This is an optimization exercise on Yosys and OpenROAD, whose aim is small area, not a production implementation. Only simulation tests tie the RTL to the original design; equivalence was not proved. No driver is modelled on the clock port, so clocking that relies on it looks cheaper here than on a real chip. Power and IR drop assume default switching activity.

$ cat design/flow/config.mk
export PLATFORM = sky130hd
export DESIGN_NAME = Lab2
export DESIGN_NICKNAME = Lab2
export VERILOG_FILES = /design/flow/design.v
export SDC_FILE = /design/flow/constraint.sdc
export NUM_CORES = 4
export LEC_CHECK = 0
export CAP_MARGIN = 20
export CORE_MARGIN = 2
export CORE_UTILIZATION = 80
export SLEW_MARGIN = 20
$ cat design/flow/constraint.sdc
create_clock -name core_clock -period 5.0 [get_ports {clk}]
set_input_delay 1.0000 -clock core_clock [delete_from_list [all_inputs] [get_ports {clk}]]
set_output_delay 1.0000 -clock core_clock [all_outputs]
set_load 0.01 [all_outputs]
$ cat design/flow/design.v
module Lab2(clk, rst, button, light, dis, switch, levelLight, laserLight);
	input clk, rst, switch;
	input [1:0] button;
	output levelLight;
	output [1:0] laserLight;
	output [41:0] dis;
	output [9:0] light;
	reg [1:0] cv;      
	reg [5:0] dc;      
	reg [6:0] bc;      
	reg pl;            
	reg [1:0] lv;      
	reg [1:0] hp;      
	reg [2:0] bh;      
	reg [5:0] lo;
	reg [2:0] hi;
	reg [2:0] pos;     
	reg [3:0] lc;      
	reg [1:0] sh, nx;
	wire win = bh[2] & bh[1] & bh[0];
	wire lose = ~hp[1] & ~hp[0];
	wire ctrl = lv[1] & lv[0];
	wire over = win | lose;
	wire boss = ctrl & ~over;
	wire run = switch & ~over;
	wire lpos = sh[0];
	wire gen = nx[0];
	wire fire = nx[1];
	wire bf = boss & fire;
	wire l1 = lv[1], l0 = lv[0], r1 = sh[1], r0 = sh[0];
	wire b0 = (l1|l0|r0|r1)&(l1|~l0|r1|r0)&(~l1|l0|r0|r1)&(~l1|l0|~r1|r0);
	wire b1 = (l1|l0|~r1|~r0)&(l1|~l0|r1|~r0)&(l1|~l0|~r1|r0)&(~l1|l0|~r1|r0)&(~l1|l0|~r1|~r0);
	wire b2 = (~l1&~l0&~r1&~r0)|(~l1&~l0&~r1&r0)|(~l1&~l0&r1&r0)|(~l1&l0&~r1&~r0)|(~l1&l0&r1&~r0);
	wire b3 = (~l1&~l0&~r1&~r0)|(~l1&~l0&r1&~r0)|(~l1&~l0&r1&r0)|(~l1&l0&~r1&r0)|(l1&~l0&r1&~r0);
	wire c0 = ~cv[1] & ~cv[0], c1 = ~cv[1] & cv[0], c2 = cv[1] & ~cv[0], c3 = cv[1] & cv[0];
	wire dmg1 = (c0 & ~b0) | (c3 & ~b1) | (c2 & ~b2) | (c1 & ~b3);
	wire dmgb = c1 | c2 | (bf & ((c0 & lpos) | (c3 & ~lpos)));
	wire thit = (~lv[1] & ~lv[0] & hi[2] & hi[0] & lo[3] & lo[1]) |
	            (~lv[1] & lv[0] & hi[1] & hi[0] & lo[4] & lo[3] & lo[2] & lo[1]) |
	            (lv[1] & hi[1]);
	wire step = run & ~ctrl & thit;
	wire lcm = ~lv[1] & ~lv[0] ? lc[2] : ~lv[1] ? lc[3] : lc[3] & lc[2];
	wire lup = step & lcm;
	wire trans = lup & lv[1];
	wire exitb = step & pos[2] & pos[1];
	wire lwr = run & lo[5] & lo[4] & lo[0];
	wire blw = ctrl & lwr;
	wire bhw = blw & hi[2];
	wire bev = bhw & ~pos[2] & ~pos[1] & ~pos[0];
	wire las = run & ctrl & lo[5] & lo[4] & ~lo[0] & lc[3];
	wire dmgev = (exitb & dmg1) | (las & ~gen & dmgb);
	wire idle = ~dc[5] & ~dc[4] & ~dc[3];
	wire up = ~button[1] & ~c3;
	wire dn = ~button[0] & ~c0;
	wire mv = run & idle & (up | dn);
	wire [7:0] bcs = {1'b0, bc} + {7'd0, run};
	always @(posedge clk) begin
		if (rst) begin
			cv <= 0; dc <= 0; bc <= 7'd28; pl <= 0; lv <= 0; hp <= 3; bh <= 6;
			lo <= 0; hi <= 0; pos <= 0; lc <= 0; sh <= 0; nx <= 0;
		end else begin
			if (mv) cv <= dn ? cv - 2'd1 : cv + 2'd1;
			dc <= (dc + {5'd0, run & ~idle}) | {2'b0, mv, mv, mv, 1'b0};
			bc <= bcs[7] ? 7'd28 : bcs[6:0];
			pl <= pl ^ bcs[7];
			lo <= (step | lwr) ? 6'd0 : lo + {5'd0, run};
			hi <= (step | bhw) ? 3'd0 : hi + {2'd0, lwr};
			if (exitb) pos <= 0;
			else if (step | bhw) pos <= pos + 3'd1;
			if (lup | (blw & lc[3])) lc <= 0;
			else if (exitb | blw) lc <= lc + 4'd1;
			lv <= lv + {1'b0, lup};
			if (exitb) begin
				sh <= {nx[1] ^ ~lc[1], nx[0] ^ lc[0]};
				nx <= c3 ? cv : cv + 2'd1;
			end else if (trans) begin
				sh[0] <= 1'b0;
				nx <= 2'b00;
			end else if (las) begin
				nx <= {gen, ~gen};
				sh[0] <= lpos ^ ~gen;
			end
			hp <= hp - {1'b0, dmgev};
			bh <= bh - {2'b0, bev | (bh == 3'd0)};
		end
	end
	wire [5:0] pg;
	assign pg[0] = ~ctrl & ~pos[2] & ~pos[1] & pos[0];
	assign pg[1] = ~ctrl & ~pos[2] & pos[1] & ~pos[0];
	assign pg[2] = ~ctrl & ~pos[2] & pos[1] & pos[0];
	assign pg[3] = ~ctrl & pos[2] & ~pos[1] & ~pos[0];
	assign pg[4] = ~ctrl & pos[2] & ~pos[1] & pos[0];
	assign pg[5] = ~ctrl & pos[2] & pos[1];
	wire kb0 = ~b0, kb1 = ~b1, kb2 = ~b2, kb3 = ~b3;
	wire nw = ~win, nl = ~lose, nb = ~boss;
	wire la = ~(bf & lpos);    
	wire lb = ~(bf & ~lpos);   
	wire nf = ~bf;
	wire s0 = c1 | c2 | c3 | pl;
	wire s3 = ~c3 | pl;
	wire s2 = ~c2 | pl;
	wire s1 = ~c1 | pl;
	assign dis[0]  = nw & nl & ~(pg[0] & kb0);
	assign dis[1]  = nw;
	assign dis[2]  = nw;
	assign dis[3]  = nl & ~(pg[0] & kb1);
	assign dis[4]  = nw & nl & nb & ~(pg[0] & kb2);
	assign dis[5]  = nw & nl & nb & ~(pg[0] & kb3);
	assign dis[6]  = nl & nb;
	assign dis[7]  = nl & nb & ~(pg[1] & kb0);
	assign dis[8]  = nw & nb;
	assign dis[9]  = nw & nl & nb;
	assign dis[10] = nl & nb & ~(pg[1] & kb1);
	assign dis[11] = nb & ~(pg[1] & kb2);
	assign dis[12] = nl & nb & ~(pg[1] & kb3);
	assign dis[13] = nl & nb;
	assign dis[14] = nl & la & ~(pg[2] & kb0);
	assign dis[15] = nw & nl;
	assign dis[16] = nw & nl;
	assign dis[17] = nw & nl & lb & ~(pg[2] & kb1);
	assign dis[18] = nl & ~(pg[2] & kb2);
	assign dis[19] = nl & ~(pg[2] & kb3);
	assign dis[20] = nf;
	assign dis[21] = la & ~(pg[3] & kb0);
	assign dis[22] = nw;
	assign dis[23] = nw;
	assign dis[24] = nw & nl & lb & ~(pg[3] & kb1);
	assign dis[25] = nw & nl & ~(pg[3] & kb2);
	assign dis[26] = nw & nl & ~(pg[3] & kb3);
	assign dis[27] = nf;
	assign dis[28] = la & ~(pg[4] & kb0);
	assign dis[29] = 1'b1;
	assign dis[30] = 1'b1;
	assign dis[31] = lb & ~(pg[4] & kb1);
	assign dis[32] = ~(pg[4] & kb2);
	assign dis[33] = ~(pg[4] & kb3);
	assign dis[34] = nf;
	assign dis[35] = la & s0 & ~(pg[5] & kb0);
	assign dis[36] = 1'b1;
	assign dis[37] = 1'b1;
	assign dis[38] = lb & s3 & ~(pg[5] & kb1);
	assign dis[39] = lb & s2 & ~(pg[5] & kb2);
	assign dis[40] = la & s1 & ~(pg[5] & kb3);
	assign dis[41] = nf;
	assign light[0] = ~lose;
	assign light[1] = hp[1];
	assign light[2] = hp[1] & hp[0];
	assign light[3] = 1'b0;
	assign light[4] = boss & bh[2] & bh[1];
	assign light[5] = boss & bh[2] & (bh[1] | bh[0]);
	assign light[6] = boss & bh[2];
	assign light[7] = boss & (bh[2] | (bh[1] & bh[0]));
	assign light[8] = boss & (bh[2] | bh[1]);
	assign light[9] = boss & (bh[2] | bh[1] | bh[0]);
	assign levelLight = ~(~ctrl & (pos != 0) & ((~lv[1] & ~lv[0]) ? lc[1] & lc[0] : ~lv[1] ? lc[2] & lc[1] & lc[0] : lc[3] & lc[1] & lc[0]));
	assign laserLight = (boss & gen) ? (lpos ? 2'b10 : 2'b01) : 2'b11;
endmodule
$ cat design/flow/flow/run.sh
#!/bin/bash
set -euo pipefail
export BUFFER_PORTS_ARGS="-buffer_cell sky130_fd_sc_hd__buf_1"
export SKIP_REPAIR_TIE_FANOUT=1
# Clock tree built before CTS by flow/mantree.tcl (a root buffer driving
# three leaf buffers, each driving a third of the flip-flops); CTS then has no
# net left to buffer.
export CLK_NLEAF=3 CLK_LEAF_BUF=sky130_fd_sc_hd__clkbuf_8 CLK_ROOT_BUF=sky130_fd_sc_hd__clkbuf_1
export PRE_CTS_TCL="$PWD/flow/mantree.tcl"
export CTS_ARGS="-clk_nets clk"
R=orfs/results/${FLOW_PLATFORM:-sky130hd}/Lab2/base
bash standard.sh synth > std_synth.log 2>&1
cp $R/1_2_yosys.v std_1_2_yosys.v
LIB=$FLOW_HOME/platforms/sky130hd/lib/sky130_fd_sc_hd__tt_025C_1v80.lib
YOSYS=$(command -v yosys || echo /OpenROAD-flow-scripts/tools/install/yosys/bin/yosys)
nff=$(grep -c dfxtp std_1_2_yosys.v)
best=""; barea=""
for scr in flow/abc_*.scr; do
  n=$(basename $scr .scr)
  sed "s#@LIB@#$LIB#g; s#@IN@#std_1_2_yosys.v#; s#@SCR@#$scr#; s#@OUT@#resynth_$n.v#; s#@STAT@#resynth_stat_$n.log#" flow/resynth.ys > resynth_$n.ys
  if $YOSYS -s resynth_$n.ys > resynth_$n.log 2>&1 && [ "$(grep -c dfxtp resynth_$n.v)" = "$nff" ]; then
    a=$(grep "Chip area" resynth_stat_$n.log | awk '{print $NF}')
    echo "$n $a" >> resynth_areas.log
    if [ -z "$barea" ] || awk "BEGIN{exit !($a < $barea)}"; then best=$n; barea=$a; fi
  fi
done
echo "best $best $barea" >> resynth_areas.log
cp resynth_$best.v $R/1_2_yosys.v
rm -f $R/1_synth.odb $R/1_synth.sdc
bash standard.sh finish > std_finish.log 2>&1
$ cat design/flow/flow/abc_amap1.scr
strash
dch -f
amap
topo
$ cat design/flow/flow/abc_dc2.scr
strash
dc2
dch -f
amap
topo
$ cat design/flow/flow/abc_dc2b.scr
strash
dc2
dch -f
amap
strash
dc2
dch -f
amap
topo
$ cat design/flow/flow/abc_dch.scr
strash
dch
amap
topo
$ cat design/flow/flow/abc_dsdb.scr
strash
&get -n
&dsdb
&put
dch -f
amap
strash
dch -f
amap
topo
$ cat design/flow/flow/abc_fraig.scr
strash
ifraig
dch -f
amap
strash
dch -f
amap
topo
$ cat design/flow/flow/abc_fraig2.scr
strash
ifraig
resub -K 8
dch -f
amap
strash
dch -f
amap
topo
$ cat design/flow/flow/abc_gb.scr
strash
&get -n
&b -a
&put
dch -f
amap
topo
$ cat design/flow/flow/abc_it2.scr
strash
dch -f
amap
strash
dch -f
amap
strash
dch -f
amap
topo
$ cat design/flow/flow/abc_it6.scr
strash
dch -f
amap
strash
dch -f
amap
strash
dch -f
amap
strash
dch -f
amap
strash
dch -f
amap
strash
dch -f
amap
topo
$ cat design/flow/flow/abc_resub.scr
strash
resub -K 6
rewrite
resub -K 8
refactor
resub -K 10 -z
dch -f
amap
topo
$ cat design/flow/flow/abc_rfz.scr
strash
refactor -z
rewrite -z
balance
dch -f
amap
strash
dch -f
amap
topo
$ cat design/flow/flow/abc_rs2.scr
strash
balance
rewrite -l
refactor -l
balance
rewrite -l
rewrite -z -l
balance
refactor -z -l
rewrite -z -l
balance
dch -f
amap
strash
dch -f
amap
topo
$ cat design/flow/flow/mantree.tcl
# Manual clock tree: one root buffer (CLK_ROOT_BUF) driving CLK_NLEAF leaf
# buffers (CLK_LEAF_BUF), each driving the flip-flops of one vertical slice,
# placed at the centroid of its flip-flops.
set block [ord::get_db_block]
set db [ord::get_db]
set clknet [$block findNet clk]
set sinks {}
foreach it [$clknet getITerms] { lappend sinks [list [lindex [[$it getInst] getLocation] 0] $it] }
set sinks [lsort -integer -index 0 $sinks]
set n [llength $sinks]
set nleaf $::env(CLK_NLEAF)
set rootm [$db findMaster $::env(CLK_ROOT_BUF)]
set leafm [$db findMaster $::env(CLK_LEAF_BUF)]
set root [odb::dbInst_create $block $rootm clkbuf_root]
set rnet [odb::dbNet_create $block clk_root]
$rnet setSigType CLOCK
[$root findITerm A] connect $clknet
[$root findITerm X] connect $rnet
set rx 0; set ry 0
for {set k 0} {$k < $nleaf} {incr k} {
  set leaf [odb::dbInst_create $block $leafm clkbuf_leaf_$k]
  set lnet [odb::dbNet_create $block clk_leaf_$k]
  $lnet setSigType CLOCK
  [$leaf findITerm A] connect $rnet
  [$leaf findITerm X] connect $lnet
  set lo [expr {$k * $n / $nleaf}]; set hi [expr {($k + 1) * $n / $nleaf}]
  set sx 0; set sy 0
  for {set i $lo} {$i < $hi} {incr i} {
    set it [lindex [lindex $sinks $i] 1]
    set loc [[$it getInst] getLocation]
    incr sx [lindex $loc 0]; incr sy [lindex $loc 1]
    $it disconnect
    $it connect $lnet
  }
  set cx [expr {$sx / ($hi - $lo)}]; set cy [expr {$sy / ($hi - $lo)}]
  $leaf setLocation $cx $cy
  $leaf setPlacementStatus PLACED
  incr rx $cx; incr ry $cy
}
$root setLocation [expr {$rx / $nleaf}] [expr {$ry / $nleaf}]
$root setPlacementStatus PLACED
$clknet setSigType CLOCK
$ cat design/flow/flow/resynth.ys
# Re-map the combinational logic of the standard synthesis for area.
# The flip-flops are kept as they are (same cells, same instance names).
read_liberty -ignore_miss_func @LIB@
read_verilog -defer @IN@
hierarchy -top Lab2
setattr -mod -set keep_hierarchy 1 sky130_fd_sc_hd__dfxtp_1
flatten
opt_clean -purge
techmap
opt -purge
abc -liberty @LIB@ -dont_use sky130_fd_sc_hd__probe_p_8 -dont_use sky130_fd_sc_hd__probec_p_8 -dont_use sky130_fd_sc_hd__lpflow_bleeder_1 -dont_use sky130_fd_sc_hd__lpflow_clkbufkapwr_1 -dont_use sky130_fd_sc_hd__lpflow_clkbufkapwr_16 -dont_use sky130_fd_sc_hd__lpflow_clkbufkapwr_2 -dont_use sky130_fd_sc_hd__lpflow_clkbufkapwr_4 -dont_use sky130_fd_sc_hd__lpflow_clkbufkapwr_8 -dont_use sky130_fd_sc_hd__lpflow_clkinvkapwr_1 -dont_use sky130_fd_sc_hd__lpflow_clkinvkapwr_16 -dont_use sky130_fd_sc_hd__lpflow_clkinvkapwr_2 -dont_use sky130_fd_sc_hd__lpflow_clkinvkapwr_4 -dont_use sky130_fd_sc_hd__lpflow_clkinvkapwr_8 -dont_use sky130_fd_sc_hd__lpflow_decapkapwr_12 -dont_use sky130_fd_sc_hd__lpflow_decapkapwr_3 -dont_use sky130_fd_sc_hd__lpflow_decapkapwr_4 -dont_use sky130_fd_sc_hd__lpflow_decapkapwr_6 -dont_use sky130_fd_sc_hd__lpflow_decapkapwr_8 -dont_use sky130_fd_sc_hd__lpflow_inputiso0n_1 -dont_use sky130_fd_sc_hd__lpflow_inputiso0p_1 -dont_use sky130_fd_sc_hd__lpflow_inputiso1n_1 -dont_use sky130_fd_sc_hd__lpflow_inputiso1p_1 -dont_use sky130_fd_sc_hd__lpflow_inputisolatch_1 -dont_use sky130_fd_sc_hd__lpflow_isobufsrc_1 -dont_use sky130_fd_sc_hd__lpflow_isobufsrc_16 -dont_use sky130_fd_sc_hd__lpflow_isobufsrc_2 -dont_use sky130_fd_sc_hd__lpflow_isobufsrc_4 -dont_use sky130_fd_sc_hd__lpflow_isobufsrc_8 -dont_use sky130_fd_sc_hd__lpflow_isobufsrckapwr_16 -dont_use sky130_fd_sc_hd__lpflow_lsbuf_lh_hl_isowell_tap_1 -dont_use sky130_fd_sc_hd__lpflow_lsbuf_lh_hl_isowell_tap_2 -dont_use sky130_fd_sc_hd__lpflow_lsbuf_lh_hl_isowell_tap_4 -dont_use sky130_fd_sc_hd__lpflow_lsbuf_lh_isowell_4 -dont_use sky130_fd_sc_hd__lpflow_lsbuf_lh_isowell_tap_1 -dont_use sky130_fd_sc_hd__lpflow_lsbuf_lh_isowell_tap_2 -dont_use sky130_fd_sc_hd__lpflow_lsbuf_lh_isowell_tap_4  -script @SCR@
opt_clean -purge
splitnets
opt_clean -purge
hilomap -singleton -hicell sky130_fd_sc_hd__conb_1 HI -locell sky130_fd_sc_hd__conb_1 LO
insbuf -buf sky130_fd_sc_hd__buf_4 A X
opt_clean -purge
select Lab2
tee -o @STAT@ stat -liberty @LIB@
write_verilog -noattr -nohex -nodec -selected @OUT@
$ cat design/flow/standard.sh
#!/bin/bash
# synth_recipe.tcl (not shown) runs the flow's synth.tcl, then flattens the netlist and writes it again
# the make line also repeats each setting of config.mk as NAME=value (left out here)
make -C /OpenROAD-flow-scripts/flow DESIGN_CONFIG=/design/flow/config.mk WORK_HOME=/design/flow/orfs CLKGATE_MAP_FILE= SYNTH_SCRIPT=/design/flow/synth_recipe.tcl "${@:-finish}"
==> impl_metrics.toml, run 1 <==
[outcome]
outcome = "did not finish"
lastStage = "3_3_place_gp"
stop_error = "[ERROR GPL-0301] Utilization 102.415 % exceeds 100%."

[place]
numPortBuffers = 54

[floorplanning]
rows = 19
die_h_microns = 57.9
die_x_microns = 57.9
initial_core_util = 0.843
io_pins = 60

[synthesis]
syn_nets = 344
syn-instance-count = 339
ys_warn_count = 1
synth_area_per_cell_sq_um = 6.86
syn_area_sq_um = 2320
==> run 2, diff against run 1 <==
--- a/design/flow/config.mk
+++ b/design/flow/config.mk
@@ -7,5 +7,6 @@
 export LEC_CHECK = 0
 export CAP_MARGIN = 20
 export CORE_MARGIN = 2
-export CORE_UTILIZATION = 80
+export CORE_UTILIZATION = 70
+export GPL_TIMING_DRIVEN = 0
 export SLEW_MARGIN = 20
==> run 2 against run 1 <==
  * Now clean on timing, DRC and antenna
  * Synthesized cell count stayed put
  * Area after synthesis stayed put
==> impl_metrics.toml, run 2 <==
[outcome]
outcome = "complete, no violations"

[critical_path]
path_class = "reg -> out"
required_ns = 4.00
endpoint_kind = "output port"
startpoint_type = "flip-flop"
path_cells = "clkinv_1, nor2_1, nand2_1, clkinv_1, nor2_1, clkinv_1, nor2_2, nand2_1, nor2_1, clkinv_1, o21ai_0, a21oi_1, buf_1"
path_buf_inv = 5
critPathMaxStageDelay_ns = 0.45
worstPathMaxFanout = 12
critical_path.most_common_cell = "clkinv_1"
crit_arrival_ns = 3.62
critPathTopFamily = "simple AND/OR/NAND/NOR gates"
cpMaxStageDelayCell = "nor2_1"

[floorplanning]
die_x_microns = 61.6
io_pins = 60
initial_core_util = 0.749
rows = 20
core_sq_um = 3100
die_h_microns = 61.6
dieArea_sq_um = 3800

[timing]
setup_slack_ns = 0.376
setup_tns_ns = 0
period_share = 0.925
worst_slew_pin_slew_ns = 0.977
period_needed_ns = 4.62
finClkSkew_ns = 0.0213
finalSetupViolCount = 0
finalMaxSlewViolations = 0
rsz0062_at_grt = "no"
hold_viol = 0
fmax_mhz = 216
slew_headroom = 0.349

[power_and_ir_drop]
power_frac_seq = 0.635
swShare = 0.243
internal_power_uw = 423
p_clk_frac = 0.279
power_leakage_nw = 0.939
p_sw_uw = 136
comb_power_share = 0.085
power_density_nw_per_um2 = 213
ir_worst_vdd_v = 0.000301

[cells_and_area]
largest_reg_flops = 7
final_util = 0.848
mostFrequentLayoutCells = "nor2_1 (85), buf_1 (54), dfxtp_1 (43)"
top_register = "bc"
reg_top3 = "bc (7), dc (6), lo (6)"
num_antenna_cells = 0
layout_commonest_cell = "nor2_1"
drive_gt1_frac = 0.0453
fin_nets = 404
syn2layout_area_growth_pct = 13.1

[hold_path]
hold_path_class = "reg -> reg"

[synthesis]
ys_warn_count = 1
synth_area_per_cell_sq_um = 6.86
syn_nets = 344
syn-instance-count = 339
syn_area_sq_um = 2320

[detailed_routing]
wl_microns = 5750
wl_per_cell_microns = 13.0
firstDrtPassIters = 5
vias = 2563
postRouteAntennaNets = 0
drc_errors = 0
viasPerCell = 5.81
drt_first_iter_violations = 249

[grt]
grt_overflow = 0
grt_pass1_vias = 2104
grtUsageTotal = 0.301
grt_pass1_wl_microns = 8900
grt_max_degree = 23
antenna_found_initial = 0

[place]
pre_cts_ws_ns = 0.788
hpwlAfterDp_microns = 4400
numPortBuffers = 54
place_congestion = 0.872

[clock_tree]
clkTransAtPathRegs_ns = 0.10
cts_setup_buffers = 0
ctsHoldBuffers = 0
clk_latency_ns = 0.44

[run]
maxCapViolCount = 0
## run 2: timing repair
action / CTS / global route
endpoints found under the setup margin: 0 / 3
hold endpoints to repair: 0 / 0
gates resized for setup: 0 / 1
## run 2: final timing paths
kind | endpoint | startpoint | slack (ns) | depth (start not counted)
setup reg to reg | sh[0] | bh[1] | 1.59 | 12
hold / removal | lo[1] | lo[1] | 0.48 | 2
setup / recovery | dis[35] | bh[1] | 0.38 | 13
hold reg to reg | lo[1] | lo[1] | 0.48 | 2
## run 2: layout make-up
| class | instances | area, sq um |
|---|---|---|
| Buffer | 18 | 150 |
| Sequential cell | 43 | 861 |
| Fill cell | 192 | 473 |
| Multi-Input combinational cell | 240 | 1200 |
| Tap cell | 44 | 55.1 |
| Inverter | 42 | 158 |
| Timing Repair Buffer | 54 | 203 |
## run 2: routing by layer
metal / track usage / share of wire
met2: 0.553 / 0.47
met1: 0.376 / 0.42
met4: 0.0760 / 0.021
met5: 0 / 0
met3: 0.0294 / 0.091
## run 2: power groups by stage
stage	clock network (mW)	logic [mW]	registers, mW
after global placement	0	0.0446	0.363
after detailed placement	0	0.0462	0.363
after global routing	0.168	0.0533	0.356
after CTS	0.118	0.0465	0.363
final	0.156	0.0476	0.355
after floorplan	0	0.0334	0.362
## run 2: per-stage QoR
| step | power [mW] | hold slack, ns | area, sq um | cells |
|---|---|---|---|---|
| after floorplan | 0.395 | 0.433 | 2320 | 339 |
| after global placement | 0.407 | 0.447 | 2580 | 437 |
| after detailed placement | 0.409 | 0.460 | 2580 | 437 |
| after CTS | 0.528 | 0.464 | 2630 | 441 |
| after global routing | 0.577 | 0.490 | 2630 | 441 |
| final | 0.559 | 0.477 | 2630 | 441 |
## run 2: worst min-delay path: stages (launching register included)
cell and delay, ns:
dfxtp_1 0.31, clkinv_1 0.06, a211oi_1 0.06
==> run 3, diff against run 2 <==
--- a/design/flow/config.mk
+++ b/design/flow/config.mk
@@ -8,5 +8,4 @@
 export CAP_MARGIN = 20
 export CORE_MARGIN = 2
 export CORE_UTILIZATION = 70
-export GPL_TIMING_DRIVEN = 0
 export SLEW_MARGIN = 20
==> run 3 against run 2 <==
  * Combinational power down 5.0%
  * Critical path depth down 1
  * Design area fell by 3.5%
  * Die area stayed put
  * Via count down 3.2%
  * Setup slack gained 0.44 ns
  * Global-route usage shrank 0.10 points
  * Critical endpoint is now dis[38]
  * Power decreased by 0.71%
  * Synthesized cell count did not move
  * Sequential cell count stayed put
  * Register-to-register slack gained 0.04 ns
  * Highest routed layer unchanged
==> impl_metrics.toml, run 3 <==
[place]
numPortBuffers = 54
placed_cells = 425
pre_cts_ws_ns = 1.33
place_congestion = 0.978
hpwlAfterDp_microns = 4470

[synthesis]
ys_warn_count = 1
synth_area_per_cell_sq_um = 6.86
syn_nets = 344
syn-instance-count = 339
syn_area_sq_um = 2320

[critical_path]
r2r_start = "bh[1]"
critPathMaxStageDelay_ns = 0.45
rr_worst_depth = 13
required_ns = 4.00
startpoint_type = "flip-flop"
r2r_end = "nx[0]"
crit_arrival_ns = 3.19
cpMaxStageDelayCell = "nor2_1"
worstPathMaxFanout = 12
critical_path.most_common_cell = "nor2_1"
endpoint_kind = "output port"
crit_path_end = "dis[38]"
startpoint = "bh[1]"
path_cells = "clkinv_1, nor2_1, nand2_1, clkinv_1, nor2_1, clkinv_1, nor2_1, nand2_1, nor2_1, nor2_1, o22a_1, buf_1"
regToRegSetupSlack_ns = 1.63
path_class = "reg -> out"

[detailed_routing]
drc_errors = 0
firstDrtPassIters = 4
drt_first_iter_violations = 173
vias = 2482
viasPerCell = 5.79
postRouteAntennaNets = 0
wl_per_cell_microns = 13.4
wl_microns = 5740

[power_and_ir_drop]
swShare = 0.241
internal_power_uw = 421
power_leakage_nw = 0.890
power_frac_seq = 0.640
power_density_nw_per_um2 = 219
comb_power_share = 0.081
ir_worst_vdd_v = 0.000327
p_sw_uw = 134
p_clk_frac = 0.278

[cells_and_area]
layout_commonest_cell = "nor2_1"
reg_top3 = "bc (7), dc (6), lo (6)"
multi_input_area_sq_um = 1200
drive_gt1_frac = 0.0130
seq_area_sq_um = 861
mostFrequentLayoutCells = "nor2_1 (86), buf_1 (54), dfxtp_1 (43)"
top_register = "bc"
num_antenna_cells = 0
syn2layout_area_growth_pct = 9.15
instances_no_fill = 429
nFillCells = 231
largest_reg_flops = 7
fin_nets = 392

[timing]
period_needed_ns = 4.19
slew_headroom = 0.530
rsz0062_at_grt = "no"
fin_hold_ws_ns = 0.472
setup_tns_ns = 0
fmax_mhz = 239
finClkSkew_ns = 0.0200
finalSetupViolCount = 0
period_share = 0.837
worst_slew_pin_slew_ns = 0.698
hold_viol = 0
setup_slack_ns = 0.813
finalMaxSlewViolations = 0

[floorplanning]
dieArea_sq_um = 3800
die_x_microns = 61.6
die_h_microns = 61.6
core_sq_um = 3100
rows = 20
initial_core_util = 0.749
io_pins = 60

[outcome]
outcome = "complete, no violations"

[hold_path]
hold_start = "bc[6]"
hold_path_class = "reg -> reg"

[grt]
antenna_found_initial = 0
grtUsageTotal = 0.300
grt_max_degree = 23
grt_pass1_wl_microns = 8780
grt_overflow = 0
grt_pass1_vias = 2050

[run]
maxCapViolCount = 0

[clock_tree]
ctsHoldBuffers = 0
clk_latency_ns = 0.45
clkTransAtPathRegs_ns = 0.10
cts_setup_buffers = 0
cts_resized = 0
run 3: cell types whose count changed in the layout (fill, tap and decap cells not counted), sizes merged:
cell,delta
buf,-12
run 3: worst min-delay path by stage:
| stage | endpoint | slack [ns] | depth (start not counted) |
|---|---|---|---|
| 5_1_grt | bc[6] | 0.50 | 2 |
| 3_3_place_gp | bc[6] | 0.45 | 2 |
| 2_1_floorplan | bc[6] | 0.43 | 2 |
| 6_report | bc[6] | 0.47 | 2 |
| 3_5_place_dp | bc[6] | 0.46 | 2 |
| 4_1_cts | bc[6] | 0.46 | 2 |
run 3: metrics by stage:
step | power [mW] | instance area [sq um] | utilization
global placement | 0.405 | 2490 | 0.803
detailed placement | 0.407 | 2490 | 0.803
floorplan | 0.395 | 2320 | -
global route | 0.578 | 2540 | 0.818
CTS | 0.526 | 2540 | 0.818
finish | 0.555 | 2540 | 0.818
run 3: final cells by class:
cell class / instances / share of cell area
Buffer: 4 / 0.0178
Timing Repair Buffer: 56 / 0.0858
Inverter: 42 / 0.0621
Sequential cell: 43 / 0.339
Multi-Input combinational cell: 240 / 0.473
Tap cell: 44 / 0.0217
run 3: power groups by stage:
| stage | clock network, mW | registers (mW) | logic, mW |
|---|---|---|---|
| 2_1_floorplan | 0 | 0.362 | 0.0334 |
| 3_3_place_gp | 0 | 0.363 | 0.0423 |
| 3_5_place_dp | 0 | 0.363 | 0.0443 |
| 4_1_cts | 0.118 | 0.363 | 0.0445 |
| 5_1_grt | 0.171 | 0.356 | 0.0507 |
| 6_report | 0.154 | 0.355 | 0.0452 |
run 3: critical path: cells and delay by family, from the launching register on:
family / cells / cell delay, ns
buffers and inverters: 4 / 0.74
AND/OR/NAND/NOR: 7 / 1.44
flip-flops: 1 / 0.34
AO/OA/AOI/OAI: 1 / 0.22
run 3: routing by layer:
metal,track usage,share of wire,vias to the layer above
li1,-,-,1245
met1,0.364,0.41,1102
met2,0.564,0.50,127
met3,0.0420,0.085,8
met4,0.0578,0.011,0
met5,0,0,-
==> run 4, diff against run 3 <==
--- a/design/flow/design.v
+++ b/design/flow/design.v
@@ -11,15 +11,16 @@
 	reg pl;            
 	reg [1:0] lv;      
 	reg [1:0] hp;      
-	reg [2:0] bh;      
+	reg [1:0] bhh;     
 	reg [5:0] lo;
 	reg [2:0] hi;
 	reg [2:0] pos;     
 	reg [3:0] lc;      
 	reg [1:0] sh, nx;
-	wire win = bh[2] & bh[1] & bh[0];
+	wire [2:0] bh = {bhh, sh[1]};    
+	wire ctrl = lv[1] & lv[0];
+	wire win = ctrl & bh[2] & bh[1] & bh[0];
 	wire lose = ~hp[1] & ~hp[0];
-	wire ctrl = lv[1] & lv[0];
 	wire over = win | lose;
 	wire boss = ctrl & ~over;
 	wire run = switch & ~over;
@@ -53,10 +54,11 @@
 	wire up = ~button[1] & ~c3;
 	wire dn = ~button[0] & ~c0;
 	wire mv = run & idle & (up | dn);
+	wire [2:0] bhn = bh - {2'b0, bev | (bh == 3'd0)};
 	wire [7:0] bcs = {1'b0, bc} + {7'd0, run};
 	always @(posedge clk) begin
 		if (rst) begin
-			cv <= 0; dc <= 0; bc <= 7'd28; pl <= 0; lv <= 0; hp <= 3; bh <= 6;
+			cv <= 0; dc <= 0; bc <= 7'd28; pl <= 0; lv <= 0; hp <= 3; bhh <= 2'b11;
 			lo <= 0; hi <= 0; pos <= 0; lc <= 0; sh <= 0; nx <= 0;
 		end else begin
 			if (mv) cv <= dn ? cv - 2'd1 : cv + 2'd1;
@@ -74,14 +76,17 @@
 				sh <= {nx[1] ^ ~lc[1], nx[0] ^ lc[0]};
 				nx <= c3 ? cv : cv + 2'd1;
 			end else if (trans) begin
-				sh[0] <= 1'b0;
+				sh <= 2'b00;
 				nx <= 2'b00;
-			end else if (las) begin
-				nx <= {gen, ~gen};
-				sh[0] <= lpos ^ ~gen;
+			end else begin
+				if (las) begin
+					nx <= {gen, ~gen};
+					sh[0] <= lpos ^ ~gen;
+				end
+				sh[1] <= bhn[0];
 			end
 			hp <= hp - {1'b0, dmgev};
-			bh <= bh - {2'b0, bev | (bh == 3'd0)};
+			bhh <= bhn[2:1];
 		end
 	end
 	wire [5:0] pg;
==> design/flow/config.mk (replaced) <==
export PLATFORM = sky130hd
export DESIGN_NAME = Lab2
export DESIGN_NICKNAME = Lab2
export VERILOG_FILES = /design/flow/design.v
export SDC_FILE = /design/flow/constraint.sdc
export NUM_CORES = 4
export LEC_CHECK = 0
export CAP_MARGIN = 0
export CORE_MARGIN = 2
export CORE_UTILIZATION = 70
export SLEW_MARGIN = 0
==> run 4 against run 3 <==
  * Still clean
  * Combinational power down 14%
  * Die area down 1.0%
  * Power down 2.9%
  * Critical path type unchanged
==> impl_metrics.toml, run 4 <==
[synthesis]
ys_warn_count = 1
synth_area_per_cell_sq_um = 6.82
syn_area_sq_um = 2300
syn_nets = 342
syn-instance-count = 337

[timing]
worst_slew_pin_slew_ns = 0.882
period_share = 0.815
rsz0062_at_grt = "no"
finClkSkew_ns = 0.0130
finalMaxSlewViolations = 0
slew_headroom = 0.404
finalSetupViolCount = 0
hold_viol = 0
fmax_mhz = 245
setup_tns_ns = 0
period_needed_ns = 4.08

[clock_tree]
cts_setup_buffers = 0
clkTransAtPathRegs_ns = 0.10
clk_latency_ns = 0.45
ctsHoldBuffers = 0
cts_resized = 0

[cells_and_area]
final_util = 0.814
largest_reg_flops = 7
nFillCells = 247
num_antenna_cells = 0
reg_top3 = "bc (7), dc (6), lo (6)"
mostFrequentLayoutCells = "nor2_1 (86), buf_1 (54), clkinv_1 (49)"
layout_commonest_cell = "nor2_1"
top_register = "bc"
fin_nets = 389
drive_gt1_frac = 0.0105
syn2layout_area_growth_pct = 8.92

[detailed_routing]
drt_first_iter_violations = 268
postRouteAntennaNets = 0
wl_microns = 6240
firstDrtPassIters = 5
drc_errors = 0
vias = 2538
viasPerCell = 5.96
wl_per_cell_microns = 14.6

[critical_path]
path_cells = "nor2_1, clkinv_1, nand3_1, clkinv_1, nand2_1, nor2_1, a221oi_1, buf_1"
cpMaxStageDelayCell = "nor2_1"
critPathMaxStageDelay_ns = 0.52
worstPathMaxFanout = 9
endpoint_kind = "output port"
startpoint_type = "flip-flop"
crit_arrival_ns = 3.08
path_class = "reg -> out"
required_ns = 4.00

[place]
numPortBuffers = 54
place_congestion = 0.946
hpwlAfterDp_microns = 4840

[power_and_ir_drop]
ir_worst_vdd_v = 0.000232
power_density_nw_per_um2 = 215
power_leakage_nw = 0.818

[floorplanning]
die_h_microns = 61.3
core_sq_um = 3080
rows = 20
dieArea_sq_um = 3760
die_x_microns = 61.3
initial_core_util = 0.747
io_pins = 60

[grt]
grt_pass1_vias = 2214
grtUsageTotal = 0.339
grt_pass1_wl_microns = 9740
antenna_found_initial = 0
grt_overflow = 0
grt_max_degree = 21

[run]
maxCapViolCount = 0

[outcome]
outcome = "complete, no violations"

[hold_path]
hold_path_class = "reg -> reg"
-- run 4: final timing paths --
path | from | endpoint | slack (ns) | cells past startpoint
setup / recovery | hp[1] | dis[35] | 0.92 | 8
hold reg to reg | bc[6] | bc[6] | 0.48 | 2
setup reg to reg | lv[0] | bc[1] | 1.59 | 15
hold / removal | bc[6] | bc[6] | 0.48 | 2
-- run 4: report_power, final --
part / internal, mW / leakage [nW] / switching [mW]
combinational: 0.0132 / 0.455 / 0.0258
clock: 0.0565 / 0.0228 / 0.0985
sequential: 0.341 / 0.340 / 0.00442
-- run 4: layer usage --
metal	GRT usage	up-vias	share of wire
met1	0.448	1143	0.42
met5	0	-	0
met4	0.102	0	0.021
met2	0.590	140	0.47
met3	0.0294	18	0.086
li1	-	1237	-
-- run 4: final cells by class --
class                   count  area [sq um]  area share
flip-flops and latches     42           841       0.336
plain buffers               4          45.0      0.0180
inverters                  49           184      0.0734
multi-input cells         232          1170       0.467
repair buffers             55           210      0.0839
well taps                  44          55.1      0.0220
-- run 4: critical path, delay by kind of cell, from the launching register on --
family                 cells  cell delay, ns
DFF                        1            0.33
buffers and inverters      3            0.74
AOI/OAI and AO/OA          1            0.29
and+or+nand+nor            4            1.25
-- run 4: metrics by stage --
step / hold slack, ns / instances / setup slack (ns) / area [sq um] / total power [mW]
floorplan: 0.435 / 337 / 1.91 / 2300 / 0.381
global placement: 0.449 / 422 / 1.67 / 2460 / 0.390
detailed placement: 0.461 / 422 / 1.54 / 2460 / 0.391
CTS: 0.461 / 426 / 1.50 / 2500 / 0.508
global route: 0.515 / 426 / 0.709 / 2500 / 0.556
finish: 0.478 / 426 / 0.924 / 2500 / 0.539
==> run 5, diff against run 4 <==
--- a/design/flow/config.mk
+++ b/design/flow/config.mk
@@ -5,7 +5,7 @@
 export SDC_FILE = /design/flow/constraint.sdc
 export NUM_CORES = 4
 export LEC_CHECK = 0
-export CAP_MARGIN = 0
+export CAP_MARGIN = 20
 export CORE_MARGIN = 2
 export CORE_UTILIZATION = 70
-export SLEW_MARGIN = 0
+export SLEW_MARGIN = 20
==> run 5 against run 4 <==
  * Via count did not move
  * Routed wire length did not move
  * Register-to-register slack barely moved
  * Power did not move
  * Synthesized cell count did not move
  * Area after synthesis did not move
  * Setup slack did not move
  * Sequential cell count did not move
  * Largest power group unchanged
==> impl_metrics.toml, run 5 <==
[floorplanning]
io_pins = 60
die_x_microns = 61.3
rows = 20
initial_core_util = 0.747
core_sq_um = 3080
dieArea_sq_um = 3760
die_h_microns = 61.3

[place]
numPortBuffers = 54
placed_cells = 422
hpwlAfterDp_microns = 4840
place_congestion = 0.946

[critical_path]
critPathMaxStageDelay_ns = 0.52
path_cells = "nor2_1, clkinv_1, nand3_1, clkinv_1, nand2_1, nor2_1, a221oi_1, buf_1"
worstPathMaxFanout = 9
startpoint_type = "flip-flop"
rr_worst_depth = 15
endpoint_kind = "output port"
crit_arrival_ns = 3.08
r2r_end = "bc[1]"
path_class = "reg -> out"
regToRegSetupSlack_ns = 1.59
cpMaxStageDelayCell = "nor2_1"
path_buf_inv = 3
r2r_start = "lv[0]"
required_ns = 4.00
critPathTopFamily = "simple AND/OR/NAND/NOR gates"

[detailed_routing]
drc_errors = 0
postRouteAntennaNets = 0
met2_length_microns = 2940
drt_first_iter_violations = 268
wirelength_met1_microns = 2630
wl_microns = 6240
met3_length_microns = 537
viasPerCell = 5.96
vias = 2538
firstDrtPassIters = 5
wl_per_cell_microns = 14.6
top_layer = "met4"

[timing]
finalMaxSlewViolations = 0
finClkSkew_ns = 0.0130
fin_hold_ws_ns = 0.478
period_needed_ns = 4.08
period_share = 0.815
rsz0062_at_grt = "no"
fmax_mhz = 245
finalSetupViolCount = 0
setup_tns_ns = 0
slew_headroom = 0.404
hold_viol = 0
worst_slew_pin_slew_ns = 0.882

[hold_path]
hold_path_class = "reg -> reg"
min_to = "bc[6]"
hold_start = "bc[6]"
hold_depth = 2

[grt]
grt_pass1_vias = 2214
grt_max_degree = 21
antenna_found_initial = 0
grtUsageTotal = 0.339
grt_pass1_wl_microns = 9740
grt_overflow = 0

[outcome]
outcome = "complete, no violations"

[synthesis]
syn_area_sq_um = 2300
ys_warn_count = 1
syn_nets = 342
syn-instance-count = 337
synth_area_per_cell_sq_um = 6.82

[cells_and_area]
num_antenna_cells = 0
syn2layout_area_growth_pct = 8.92
largest_reg_flops = 7
instances_no_fill = 426
fin_nets = 389
reg_top3 = "bc (7), dc (6), lo (6)"
mostFrequentLayoutCells = "nor2_1 (86), buf_1 (54), clkinv_1 (49)"
top_register = "bc"
drive_gt1_frac = 0.0105
layout_commonest_cell = "nor2_1"

[power_and_ir_drop]
ir_worst_vdd_v = 0.000232
power_leakage_nw = 0.818
power_density_nw_per_um2 = 215

[clock_tree]
cts_setup_buffers = 0
cts_resized = 0
ctsHoldBuffers = 0
clk_latency_ns = 0.45
clkTransAtPathRegs_ns = 0.10

[run]
maxCapViolCount = 0
## run 5: cell counts in the layout (fill, tap and decap cells not counted)
No cell type changed its count.
## run 5: worst max path at each step
stage	cells after the start	slack, ns	to	startpoint
after CTS	8	1.50	dis[14]	hp[1]
after global placement	9	1.67	dis[39]	lv[0]
after global routing	9	0.71	dis[39]	lv[0]
after detailed placement	9	1.54	dis[39]	lv[0]
final	8	0.92	dis[35]	hp[1]
after floorplan	9	1.91	dis[40]	hp[1]
## run 5: area by class of cell
class                           instances  area, sq um
Timing Repair Buffer                   55          210
Sequential cell                        42          841
Buffer                                  4         45.0
Inverter                               49          184
Fill cell                             247          573
Multi-Input combinational cell        232         1170
Tap cell                               44         55.1
## run 5: through the flow
step,worst slack (ns),util,power (mW),instance area (sq um)
2_1_floorplan,1.91,-,0.381,2300
3_3_place_gp,1.67,0.799,0.390,2460
3_5_place_dp,1.54,0.799,0.391,2460
4_1_cts,1.50,0.814,0.508,2500
5_1_grt,0.709,0.814,0.556,2500
6_report,0.924,0.814,0.539,2500
## run 5: report_power, final
| part | leakage, nW | switching, mW | internal, mW |
|---|---|---|---|
| logic | 0.455 | 0.0258 | 0.0132 |
| clock network | 0.0228 | 0.0985 | 0.0565 |
| registers | 0.340 | 0.00442 | 0.341 |
## run 5: layer usage
metal  GRT usage  up-vias
met3      0.0294       18
met5           0        -
met2       0.590      140
met1       0.448     1143
met4       0.102        0
li1            -     1237
## run 5: worst reg2reg max path: stages, from the launching register on
cell      delay, ns
dfxtp_1        0.43
clkinv_1       0.23
nor2_1         0.40
clkinv_1       0.21
nor2_1         0.28
nor2_1         0.16
and3_1         0.25
and3_1         0.19
nand2_1        0.09
clkinv_1       0.09
and3_1         0.23
nand2_1        0.11
clkinv_1       0.08
nor2_1         0.24
clkinv_1       0.18
nor3_1         0.19
==> run 6, diff against run 5 <==
--- a/design/flow/flow/run.sh
+++ b/design/flow/flow/run.sh
@@ -3,9 +3,9 @@
 export BUFFER_PORTS_ARGS="-buffer_cell sky130_fd_sc_hd__buf_1"
 export SKIP_REPAIR_TIE_FANOUT=1
 # Clock tree built before CTS by flow/mantree.tcl (a root buffer driving
-# three leaf buffers, each driving a third of the flip-flops); CTS then has no
+# five leaf buffers, each driving a group of nearby flip-flops); CTS then has no
 # net left to buffer.
-export CLK_NLEAF=3 CLK_LEAF_BUF=sky130_fd_sc_hd__clkbuf_8 CLK_ROOT_BUF=sky130_fd_sc_hd__clkbuf_1
+export CLK_NLEAF=5 CLK_LEAF_BUF=sky130_fd_sc_hd__clkbuf_4 CLK_ROOT_BUF=sky130_fd_sc_hd__clkbuf_1
 export PRE_CTS_TCL="$PWD/flow/mantree.tcl"
 export CTS_ARGS="-clk_nets clk"
 R=orfs/results/${FLOW_PLATFORM:-sky130hd}/Lab2/base
==> design/flow/flow/abc_deep.scr (new file) <==
&get -n
&deepsyn -T 40
&put
dch -f
amap
strash
dch -f
amap
topo
==> design/flow/flow/mantree.tcl (replaced) <==
# Manual clock tree: one root buffer (CLK_ROOT_BUF) driving CLK_NLEAF leaf
# buffers (CLK_LEAF_BUF). The flip-flops are split into CLK_NLEAF groups of
# nearby flip-flops (k-means on their locations, started from vertical
# slices); each leaf buffer sits at the centroid of its group.
set block [ord::get_db_block]
set db [ord::get_db]
set clknet [$block findNet clk]
set pts {}
foreach it [$clknet getITerms] {
  set loc [[$it getInst] getLocation]
  lappend pts [list [lindex $loc 0] [lindex $loc 1] $it]
}
set pts [lsort -integer -index 0 $pts]
set n [llength $pts]
set k $::env(CLK_NLEAF)
# initial centers: centroids of vertical slices
set cx {}; set cy {}
for {set c 0} {$c < $k} {incr c} {
  set lo [expr {$c * $n / $k}]; set hi [expr {($c + 1) * $n / $k}]
  set sx 0; set sy 0
  for {set i $lo} {$i < $hi} {incr i} { set p [lindex $pts $i]; incr sx [lindex $p 0]; incr sy [lindex $p 1] }
  lappend cx [expr {$sx / ($hi - $lo)}]; lappend cy [expr {$sy / ($hi - $lo)}]
}
set cap [expr {($n + $k - 1) / $k + 2}]
for {set iter 0} {$iter < 20} {incr iter} {
  # assign each point to nearest center with room (balanced groups)
  set asg {}
  set cnt [lrepeat $k 0]
  set order {}
  for {set i 0} {$i < $n} {incr i} {
    set p [lindex $pts $i]
    set best 1e18
    for {set c 0} {$c < $k} {incr c} {
      set d [expr {abs([lindex $p 0] - [lindex $cx $c]) + abs([lindex $p 1] - [lindex $cy $c])}]
      if {$d < $best} { set best $d }
    }
    lappend order [list $best $i]
  }
  set asg [lrepeat $n -1]
  foreach o [lsort -real -index 0 $order] {
    set i [lindex $o 1]; set p [lindex $pts $i]
    set bc -1; set bd 1e18
    for {set c 0} {$c < $k} {incr c} {
      if {[lindex $cnt $c] >= $cap} continue
      set d [expr {abs([lindex $p 0] - [lindex $cx $c]) + abs([lindex $p 1] - [lindex $cy $c])}]
      if {$d < $bd} { set bd $d; set bc $c }
    }
    lset asg $i $bc
    lset cnt $bc [expr {[lindex $cnt $bc] + 1}]
  }
  set nx {}; set ny {}
  for {set c 0} {$c < $k} {incr c} {
    set sx 0; set sy 0; set m 0
    for {set i 0} {$i < $n} {incr i} { if {[lindex $asg $i] == $c} { set p [lindex $pts $i]; incr sx [lindex $p 0]; incr sy [lindex $p 1]; incr m } }
    if {$m > 0} { lappend nx [expr {$sx / $m}]; lappend ny [expr {$sy / $m}] } else { lappend nx [lindex $cx $c]; lappend ny [lindex $cy $c] }
  }
  set cx $nx; set cy $ny
}
set rootm [$db findMaster $::env(CLK_ROOT_BUF)]
set leafm [$db findMaster $::env(CLK_LEAF_BUF)]
set root [odb::dbInst_create $block $rootm clkbuf_root]
set rnet [odb::dbNet_create $block clk_root]
$rnet setSigType CLOCK
[$root findITerm A] connect $clknet
[$root findITerm X] connect $rnet
set rx 0; set ry 0
for {set c 0} {$c < $k} {incr c} {
  set leaf [odb::dbInst_create $block $leafm clkbuf_leaf_$c]
  set lnet [odb::dbNet_create $block clk_leaf_$c]
  $lnet setSigType CLOCK
  [$leaf findITerm A] connect $rnet
  [$leaf findITerm X] connect $lnet
  for {set i 0} {$i < $n} {incr i} {
    if {[lindex $asg $i] == $c} {
      set it [lindex [lindex $pts $i] 2]
      $it disconnect
      $it connect $lnet
    }
  }
  $leaf setLocation [lindex $cx $c] [lindex $cy $c]
  $leaf setPlacementStatus PLACED
  incr rx [lindex $cx $c]; incr ry [lindex $cy $c]
}
$root setLocation [expr {$rx / $k}] [expr {$ry / $k}]
$root setPlacementStatus PLACED
$clknet setSigType CLOCK
==> run 6 against run 5 <==
  * Clock skew increased by 0.018 ns
  * Sequential power up 1%
  * Core utilization is 0.37 points lower
  * Synthesized cell count grew 1.5%
  * Routed wire length shrank 7.7%
  * Final cell count grew 1.9%
  * First-iteration DRC count is 15% lower
  * Register-to-register slack better by 0.15 ns
  * Die area shrank 0.60%
  * Critical path depth grew 2
  * Setup slack lost 0.26 ns
  * Sequential share of layout area increased by 0.15 points
  * Critical endpoint is now dis[17]
==> impl_metrics.toml, run 6 <==
[critical_path]
rr_worst_depth = 14
critPathTopFamily = "simple AND/OR/NAND/NOR gates"
regToRegSetupSlack_ns = 1.74
r2r_end = "pos[2]"
path_class = "reg -> out"
required_ns = 4.00
cpMaxStageDelayCell = "nor2_1"
critPathMaxStageDelay_ns = 0.46
path_buf_inv = 2
critical_path.most_common_cell = "nor2_1"
startpoint_type = "flip-flop"
path_cells = "nand2_1, nor4_1, nor2_1, clkinv_1, nor2_1, nand2_1, nor2_1, nor2_1, o21a_1, buf_1"
crit_arrival_ns = 3.34
r2r_start = "lv[1]"
endpoint_kind = "output port"
worstPathMaxFanout = 10

[hold_path]
hold_depth = 1
hold_path_class = "reg -> reg"
min_to = "dc[5]"
hold_start = "dc[5]"

[cells_and_area]
fin_nets = 397
syn2layout_area_growth_pct = 9.15
reg_top3 = "bc (7), dc (6), lo (6)"
num_antenna_cells = 0
multi_input_area_sq_um = 1190
drive_gt1_frac = 0.0179
nFillCells = 232
largest_reg_flops = 7
seq_area_sq_um = 841
layout_commonest_cell = "nor2_1"
top_register = "bc"
mostFrequentLayoutCells = "nor2_1 (111), buf_1 (54), dfxtp_1 (42)"

[grt]
met3_usage = 0.0336
grt_overflow = 0
grt_max_degree = 20
grt_pass1_wl_microns = 8800
grt_busiest_layer = "met2"
use_met2 = 0.509
met1_usage = 0.417
grt_pass1_vias = 1962
grtUsageTotal = 0.300
antenna_found_initial = 0

[timing]
setup_tns_ns = 0
finClkSkew_ns = 0.0312
period_share = 0.867
rsz0062_at_grt = "no"
finalSetupViolCount = 0
period_needed_ns = 4.34
hold_viol = 0
finalMaxSlewViolations = 0
worst_slew_pin_slew_ns = 0.985
fmax_mhz = 231
slew_headroom = 0.337
fin_hold_ws_ns = 0.469

[detailed_routing]
drc_errors = 0
firstDrtPassIters = 5
viasPerCell = 5.76
postRouteAntennaNets = 0
drt_first_iter_violations = 228
wl_microns = 5760
vias = 2498
wl_per_cell_microns = 13.3

[floorplanning]
dieArea_sq_um = 3740
core_sq_um = 3080
die_h_microns = 61.1
rows = 20
initial_core_util = 0.742
die_x_microns = 61.1
io_pins = 60

[clock_tree]
cts_resized = 0
ctsHoldBuffers = 0
clkTransAtPathRegs_ns = 0.11
clk_latency_ns = 0.57
cts_setup_buffers = 0

[power_and_ir_drop]
internal_power_uw = 405
power_frac_seq = 0.639
ir_worst_vdd_v = 0.000214
power_density_nw_per_um2 = 219
p_clk_frac = 0.279
power_leakage_nw = 0.860
p_sw_uw = 140
comb_power_share = 0.081
swShare = 0.257

[outcome]
outcome = "complete, no violations"

[synthesis]
syn_area_sq_um = 2280
syn-instance-count = 342
ys_warn_count = 1
syn_nets = 347
synth_area_per_cell_sq_um = 6.68

[place]
place_congestion = 0.932
hpwlAfterDp_microns = 4410
numPortBuffers = 54

[run]
maxCapViolCount = 0
## run 6: power groups by stage
stage	combinational [mW]	sequential [mW]	clock (mW)
final	0.0444	0.349	0.152
after global routing	0.0496	0.349	0.163
after CTS	0.0435	0.356	0.109
after detailed placement	0.0434	0.356	0
after global placement	0.0421	0.356	0
after floorplan	0.0335	0.355	0
## run 6: worst max-delay path by stage
stage | startpoint | end | slack, ns | depth (start not counted)
after floorplan | lv[1] | dis[17] | 1.79 | 9
after global placement | lv[1] | dis[14] | 1.64 | 9
after detailed placement | lv[1] | dis[14] | 1.38 | 9
after CTS | lv[1] | dis[14] | 1.38 | 9
after global routing | lv[1] | dis[14] | 0.46 | 9
final | lv[1] | dis[17] | 0.66 | 10
## run 6: layer usage
metal	vias to the layer above	wire (microns)
met5	-	0
met4	0	91
met3	12	612
met2	135	2640
met1	1118	2410
li1	1233	-
## run 6: cell type report
class                           instances  area share
Sequential cell                        42       0.337
Inverter                               40      0.0602
Timing Repair Buffer                   56      0.0873
Multi-Input combinational cell        246       0.477
Buffer                                  6      0.0166
Tap cell                               44      0.0221
## run 6: stage by stage
| stage | cells | setup slack, ns | util | area [sq um] | power, mW |
|---|---|---|---|---|---|
| final | 434 | 0.663 | 0.810 | 2490 | 0.545 |
| after CTS | 434 | 1.38 | 0.810 | 2490 | 0.509 |
| after detailed placement | 428 | 1.38 | 0.797 | 2450 | 0.399 |
| after global placement | 428 | 1.64 | 0.797 | 2450 | 0.398 |
| after global routing | 434 | 0.462 | 0.810 | 2490 | 0.562 |
| after floorplan | 342 | 1.79 | - | 2280 | 0.388 |
==> run 7, diff against run 6 <==
--- a/design/flow/flow/run.sh
+++ b/design/flow/flow/run.sh
@@ -3,9 +3,9 @@
 export BUFFER_PORTS_ARGS="-buffer_cell sky130_fd_sc_hd__buf_1"
 export SKIP_REPAIR_TIE_FANOUT=1
 # Clock tree built before CTS by flow/mantree.tcl (a root buffer driving
-# five leaf buffers, each driving a group of nearby flip-flops); CTS then has no
+# three leaf buffers, each driving a group of nearby flip-flops); CTS then has no
 # net left to buffer.
-export CLK_NLEAF=5 CLK_LEAF_BUF=sky130_fd_sc_hd__clkbuf_4 CLK_ROOT_BUF=sky130_fd_sc_hd__clkbuf_1
+export CLK_NLEAF=3 CLK_LEAF_BUF=sky130_fd_sc_hd__clkbuf_8 CLK_ROOT_BUF=sky130_fd_sc_hd__clkbuf_1
 export PRE_CTS_TCL="$PWD/flow/mantree.tcl"
 export CTS_ARGS="-clk_nets clk"
 R=orfs/results/${FLOW_PLATFORM:-sky130hd}/Lab2/base
==> run 7 against run 6 <==
  * Sequential cell count unchanged
  * Combinational power about the same
  * Sequential power about the same
  * First-iteration DRC count up 6.6%
  * Hold slack worse by 0.00059 ns
==> impl_metrics.toml, run 7 <==
[critical_path]
path_class = "reg -> out"
crit_path_end = "dis[14]"
rr_worst_depth = 14
endpoint_kind = "output port"
regToRegSetupSlack_ns = 1.77
r2r_end = "pos[2]"
startpoint_type = "flip-flop"
required_ns = 4.00
crit_arrival_ns = 3.32
worstPathMaxFanout = 10
startpoint = "lv[1]"
r2r_start = "lv[1]"

[floorplanning]
initial_core_util = 0.742
rows = 20
die_x_microns = 61.1
io_pins = 60
core_sq_um = 3080
dieArea_sq_um = 3740
die_h_microns = 61.1

[detailed_routing]
wl_microns = 5800
wl_per_cell_microns = 13.4
drc_errors = 0
viasPerCell = 5.80
drt_first_iter_violations = 243
vias = 2505
firstDrtPassIters = 5
postRouteAntennaNets = 0

[grt]
grt_pass1_wl_microns = 8910
antenna_found_initial = 0
grt_max_degree = 20
grt_pass1_vias = 2001
grt_overflow = 0
grtUsageTotal = 0.305

[cells_and_area]
layout_commonest_cell = "nor2_1"
final_util = 0.811
syn2layout_area_growth_pct = 9.31
nFillCells = 235
mostFrequentLayoutCells = "nor2_1 (111), buf_1 (54), dfxtp_1 (42)"
drive_gt1_frac = 0.0129
top_register = "bc"
reg_top3 = "bc (7), dc (6), lo (6)"
num_antenna_cells = 0
largest_reg_flops = 7
fin_nets = 395

[timing]
finalSetupViolCount = 0
setup_tns_ns = 0
hold_viol = 0
setup_slack_ns = 0.684
period_share = 0.863
period_needed_ns = 4.32
finClkSkew_ns = 0.0153
finalMaxSlewViolations = 0
worst_slew_pin_slew_ns = 0.959
fin_hold_ws_ns = 0.468
slew_headroom = 0.354
fmax_mhz = 232
rsz0062_at_grt = "no"

[clock_tree]
clk_latency_ns = 0.54
ctsHoldBuffers = 0
cts_resized = 0
clkTransAtPathRegs_ns = 0.09
cts_setup_buffers = 0

[place]
pre_cts_ws_ns = 1.38
hpwlAfterDp_microns = 4410
place_congestion = 0.932
numPortBuffers = 54

[run]
maxCapViolCount = 0

[synthesis]
ys_warn_count = 1
syn_area_sq_um = 2280
syn_nets = 347
syn-instance-count = 342
synth_area_per_cell_sq_um = 6.68

[power_and_ir_drop]
p_sw_uw = 138
power_frac_seq = 0.633
power_leakage_nw = 0.859
comb_power_share = 0.081
ir_worst_vdd_v = 0.000182
p_clk_frac = 0.286
swShare = 0.250
total_power_uw = 550
internal_power_uw = 412
power_density_nw_per_um2 = 220

[outcome]
outcome = "complete, no violations"

[hold_path]
hold_path_class = "reg -> reg"
## run 7: final cells by class
type	instances	area (sq um)	area share
buffer	4	45.0	0.0180
inverter	40	150	0.0601
multi-input combinational	246	1190	0.476
sequential	42	841	0.337
tap	44	55.1	0.0220
timing repair buffer	56	218	0.0872
## run 7: stage by stage
stage,cells,instance area (sq um)
final,432,2500
after global routing,432,2500
after CTS,432,2500
after detailed placement,428,2450
after global placement,428,2450
after floorplan,342,2280
## run 7: how the worst min path moves through the flow
stage / from / to / slack, ns / cells after the start
2_1_floorplan: pl / pl / 0.42 / 1
6_report: dc[5] / dc[5] / 0.47 / 1
3_5_place_dp: pl / pl / 0.45 / 1
4_1_cts: pl / pl / 0.45 / 1
3_3_place_gp: pl / pl / 0.44 / 1
5_1_grt: lo[3] / lo[3] / 0.50 / 2
## run 7: worst max-delay path: stages (launching register included)
cell and delay, ns:
dfxtp_1 0.39, nand2_1 0.28, nor4_1 0.13, nor2_1 0.28
clkinv_1 0.26, nor2_1 0.47, nand2_1 0.24, nor2_1 0.42
nor3_1 0.13, buf_1 0.17
## run 7: per-layer routing
layer	vias up	global-route usage	wire (microns)
li1	1232	-	-
met1	1116	0.419	2380
met2	147	0.520	2720
met3	10	0.0420	606
met4	0	0.0497	90
met5	-	0	0
## run 7: power by group through the flow
stage	Combinational, mW	Sequential, mW	Clock [mW]
global route	0.0500	0.349	0.169
global placement	0.0421	0.356	0
floorplan	0.0335	0.355	0
detailed placement	0.0434	0.356	0
finish	0.0446	0.348	0.157
CTS	0.0437	0.356	0.117
==> run 8, diff against run 7 <==
--- a/design/flow/flow/run.sh
+++ b/design/flow/flow/run.sh
@@ -14,17 +14,27 @@
 LIB=$FLOW_HOME/platforms/sky130hd/lib/sky130_fd_sc_hd__tt_025C_1v80.lib
 YOSYS=$(command -v yosys || echo /OpenROAD-flow-scripts/tools/install/yosys/bin/yosys)
 nff=$(grep -c dfxtp std_1_2_yosys.v)
+run_scr() {
+  local scr=$1 n=$(basename $1 .scr)
+  sed "s#@LIB@#$LIB#g; s#@IN@#std_1_2_yosys.v#; s#@SCR@#$scr#; s#@OUT@#resynth_$n.v#; s#@STAT@#resynth_stat_$n.log#" flow/resynth.ys > resynth_$n.ys
+  $YOSYS -s resynth_$n.ys > resynth_$n.log 2>&1 || true
+}
+for scr in $(ls flow/abc_*.scr | grep -v deep); do run_scr $scr & done
+wait
+# The deepsyn scripts run for a fixed time each; run them side by side.
+for scr in flow/abc_deep*.scr; do run_scr $scr & done
+wait
 best=""; barea=""
 for scr in flow/abc_*.scr; do
   n=$(basename $scr .scr)
-  sed "s#@LIB@#$LIB#g; s#@IN@#std_1_2_yosys.v#; s#@SCR@#$scr#; s#@OUT@#resynth_$n.v#; s#@STAT@#resynth_stat_$n.log#" flow/resynth.ys > resynth_$n.ys
-  if $YOSYS -s resynth_$n.ys > resynth_$n.log 2>&1 && [ "$(grep -c dfxtp resynth_$n.v)" = "$nff" ]; then
+  if [ -f resynth_$n.v ] && [ "$(grep -c dfxtp resynth_$n.v)" = "$nff" ]; then
     a=$(grep "Chip area" resynth_stat_$n.log | awk '{print $NF}')
     echo "$n $a" >> resynth_areas.log
     if [ -z "$barea" ] || awk "BEGIN{exit !($a < $barea)}"; then best=$n; barea=$a; fi
   fi
 done
 echo "best $best $barea" >> resynth_areas.log
-cp resynth_$best.v $R/1_2_yosys.v
+# One tie cell drives both the constant-1 and the constant-0 outputs.
+python3 flow/onetie.py resynth_$best.v $R/1_2_yosys.v > onetie.log 2>&1 || cp resynth_$best.v $R/1_2_yosys.v
 rm -f $R/1_synth.odb $R/1_synth.sdc
 bash standard.sh finish > std_finish.log 2>&1
==> design/flow/flow/abc_deep1.scr (new file) <==
&get -n
&deepsyn -S 1 -T 60
&put
dch -f
amap
strash
dch -f
amap
topo
==> design/flow/flow/abc_deep2.scr (new file) <==
&get -n
&deepsyn -S 2 -T 60
&put
dch -f
amap
strash
dch -f
amap
topo
==> design/flow/flow/abc_deep3.scr (new file) <==
&get -n
&deepsyn -S 3 -T 60
&put
dch -f
amap
strash
dch -f
amap
topo
==> design/flow/flow/abc_deep4.scr (new file) <==
&get -n
&deepsyn -S 4 -T 60
&put
dch -f
amap
strash
dch -f
amap
topo
==> design/flow/flow/onetie.py (new file) <==
# Merge the tie-high and tie-low conb_1 cells of a netlist into one cell.
import re, sys
v = open(sys.argv[1]).read()
pat = re.compile(r'\s*sky130_fd_sc_hd__conb_1\s+(\S+)\s*\(\s*\.(HI|LO)\(([^()]*)\)\s*\);')
m = pat.findall(v)
if len(m) == 2 and {m[0][1], m[1][1]} == {"HI", "LO"}:
    pins = {p: n for _, p, n in m}
    v = pat.sub('', v, count=2)
    cell = '\n  sky130_fd_sc_hd__conb_1 %s (\n    .HI(%s),\n    .LO(%s)\n  );' % (m[0][0], pins["HI"], pins["LO"])
    v = v.replace('\nendmodule', cell + '\nendmodule', 1)
    print("merged", m)
else:
    print("left as is", m)
open(sys.argv[2], 'w').write(v)
removed: design/flow/flow/abc_deep.scr
==> run 8 against run 7 <==
  * Still clean on timing, DRC and antenna
  * Combinational power grew 45%
  * Global-route usage grew 1.1 points
  * Core utilization shrank 0.85 points
  * Clock skew grew 0.0022 ns
  * Design area shrank 1.1%
  * Routed wire length shrank 1.9%
  * Die area shrank 0.46%
  * Register-to-register slack lost 0.21 ns
  * First-iteration DRC count shrank 7.0%
  * Critical path depth grew 2
  * Area after synthesis shrank 0.49%
  * Setup slack gained 0.055 ns
  * Critical path type unchanged
==> impl_metrics.toml, run 8 <==
[critical_path]
regToRegSetupSlack_ns = 1.56
worstPathMaxFanout = 10
cpMaxStageDelayCell = "dfxtp_1"
startpoint_type = "flip-flop"
critPathMaxStageDelay_ns = 0.51
crit_arrival_ns = 3.26
required_ns = 4.00
crit_path_end = "dis[39]"
path_cells = "clkinv_1, nor2_1, clkinv_1, nor4_1, nor2_1, clkinv_1, nor2_1, nand2_1, nor2_1, a311oi_1, buf_1"
startpoint = "lv[1]"
path_class = "reg -> out"
r2r_end = "bc[1]"
r2r_start = "lv[1]"
rr_worst_depth = 15
critical_path.most_common_cell = "nor2_1"
endpoint_kind = "output port"

[detailed_routing]
firstDrtPassIters = 4
vias = 2466
wl_microns = 5690
drt_first_iter_violations = 226
drc_errors = 0
wl_per_cell_microns = 13.4
viasPerCell = 5.80
postRouteAntennaNets = 0

[cells_and_area]
mostFrequentLayoutCells = "nor2_1 (105), buf_1 (54), dfxtp_1 (42)"
num_antenna_cells = 0
multi_input_area_sq_um = 1190
fin_nets = 389
drive_gt1_frac = 0.00787
nFillCells = 248
top_register = "bc"
reg_top3 = "bc (7), dc (6), lo (6)"
layout_commonest_cell = "nor2_1"
seq_area_sq_um = 841
design_area_sq_um = 2470
syn2layout_area_growth_pct = 8.70
largest_reg_flops = 7

[grt]
grt_pass1_wl_microns = 9160
grt_overflow = 0
grt_pass1_vias = 2040
grtUsageTotal = 0.316
antenna_found_initial = 0
grt_max_degree = 17

[place]
numPortBuffers = 54
placed_cell_area_sq_um = 2430
place_congestion = 0.929
hpwlAfterDp_microns = 4340

[power_and_ir_drop]
power_frac_seq = 0.614
power_leakage_nw = 0.828
swShare = 0.269
internal_power_uw = 422
p_clk_frac = 0.274
ir_worst_vdd_v = 0.000270
power_density_nw_per_um2 = 233
p_sw_uw = 155
comb_power_share = 0.112

[clock_tree]
cts_setup_buffers = 0
clkTransAtPathRegs_ns = 0.08
cts_resized = 0
ctsHoldBuffers = 0
clk_latency_ns = 0.54

[hold_path]
hold_path_class = "reg -> reg"

[timing]
slew_headroom = 0.342
period_needed_ns = 4.26
setup_tns_ns = 0
period_share = 0.852
hold_viol = 0
worst_slew_pin_slew_ns = 0.976
finalMaxSlewViolations = 0
rsz0062_at_grt = "no"
finalSetupViolCount = 0
finClkSkew_ns = 0.0174
fmax_mhz = 235

[floorplanning]
die_h_microns = 61.0
core_sq_um = 3080
initial_core_util = 0.739
die_x_microns = 61.0
rows = 20
io_pins = 60
dieArea_sq_um = 3720

[synthesis]
syn-instance-count = 337
syn_nets = 343
syn_area_sq_um = 2270
ys_warn_count = 1
synth_area_per_cell_sq_um = 6.75

[outcome]
outcome = "complete, no violations"

[run]
maxCapViolCount = 0
-- run 8: changes by cell type in the layout (fill, tap and decap cells not counted), moves of 3 or more --
cell	delta
o21ai_0	+11
nor2_1	-6
a21oi_1	-5
clkinv_1	-3
nand2_1	+3
nand4_1	-3
-- run 8: per-stage QoR --
step                      setup slack, ns  utilization  hold WS [ns]  std cells  total power [mW]
final                               0.739        0.803         0.461        425             0.577
after global routing                0.440        0.803         0.481        425             0.595
after CTS                            1.36        0.803         0.451        425             0.542
after detailed placement             1.38        0.788         0.451        421             0.424
after global placement               1.54        0.788         0.442        421             0.422
after floorplan                      1.64            -         0.425        337             0.408
-- run 8: worst min-delay path by stage --
stage | slack (ns) | end | from | cells after the start
floorplan | 0.42 | pl | pl | 1
global placement | 0.44 | pl | pl | 1
detailed placement | 0.45 | hi[2] | hi[2] | 1
CTS | 0.45 | hi[2] | hi[2] | 1
global route | 0.48 | hi[2] | hi[2] | 1
finish | 0.46 | hi[2] | hi[2] | 1
-- run 8: routing by layer --
layer | routed length, microns | global-route usage
met5 | 0 | 0
met4 | 52 | 0.0590
met3 | 564 | 0.0512
met2 | 2570 | 0.504
met1 | 2510 | 0.457
-- run 8: layout make-up --
cell class,count,area share
buffer,4,0.0182
inverter,37,0.0562
multi-input combinational,244,0.481
sequential,42,0.340
tap,44,0.0223
timing repair buffer,54,0.0820
-- run 8: critical path: cells and delay by family (launching register included) --
kind | cells | cell delay [ns]
compound gates | 1 | 0.26
buf+inv | 4 | 0.68
flops | 1 | 0.51
simple gates | 6 | 1.29
-- run 8: power groups by stage --
stage          sequential, mW  clock, mW  combinational, mW
2_1_floorplan           0.359          0             0.0485
3_3_place_gp            0.361          0             0.0613
3_5_place_dp            0.361          0             0.0627
4_1_cts                 0.361      0.117             0.0636
5_1_grt                 0.356      0.167             0.0723
6_report                0.354      0.158             0.0646

Re-timed with assumed drivers on the ports (clkbuf_16 on the clock, buf_2 on other inputs), run 8 has 0.714 ns of setup slack against 0.739 ns with ideal ports, and 1.270 ns once port delays also move by the mid clock arrival of 0.556 ns.
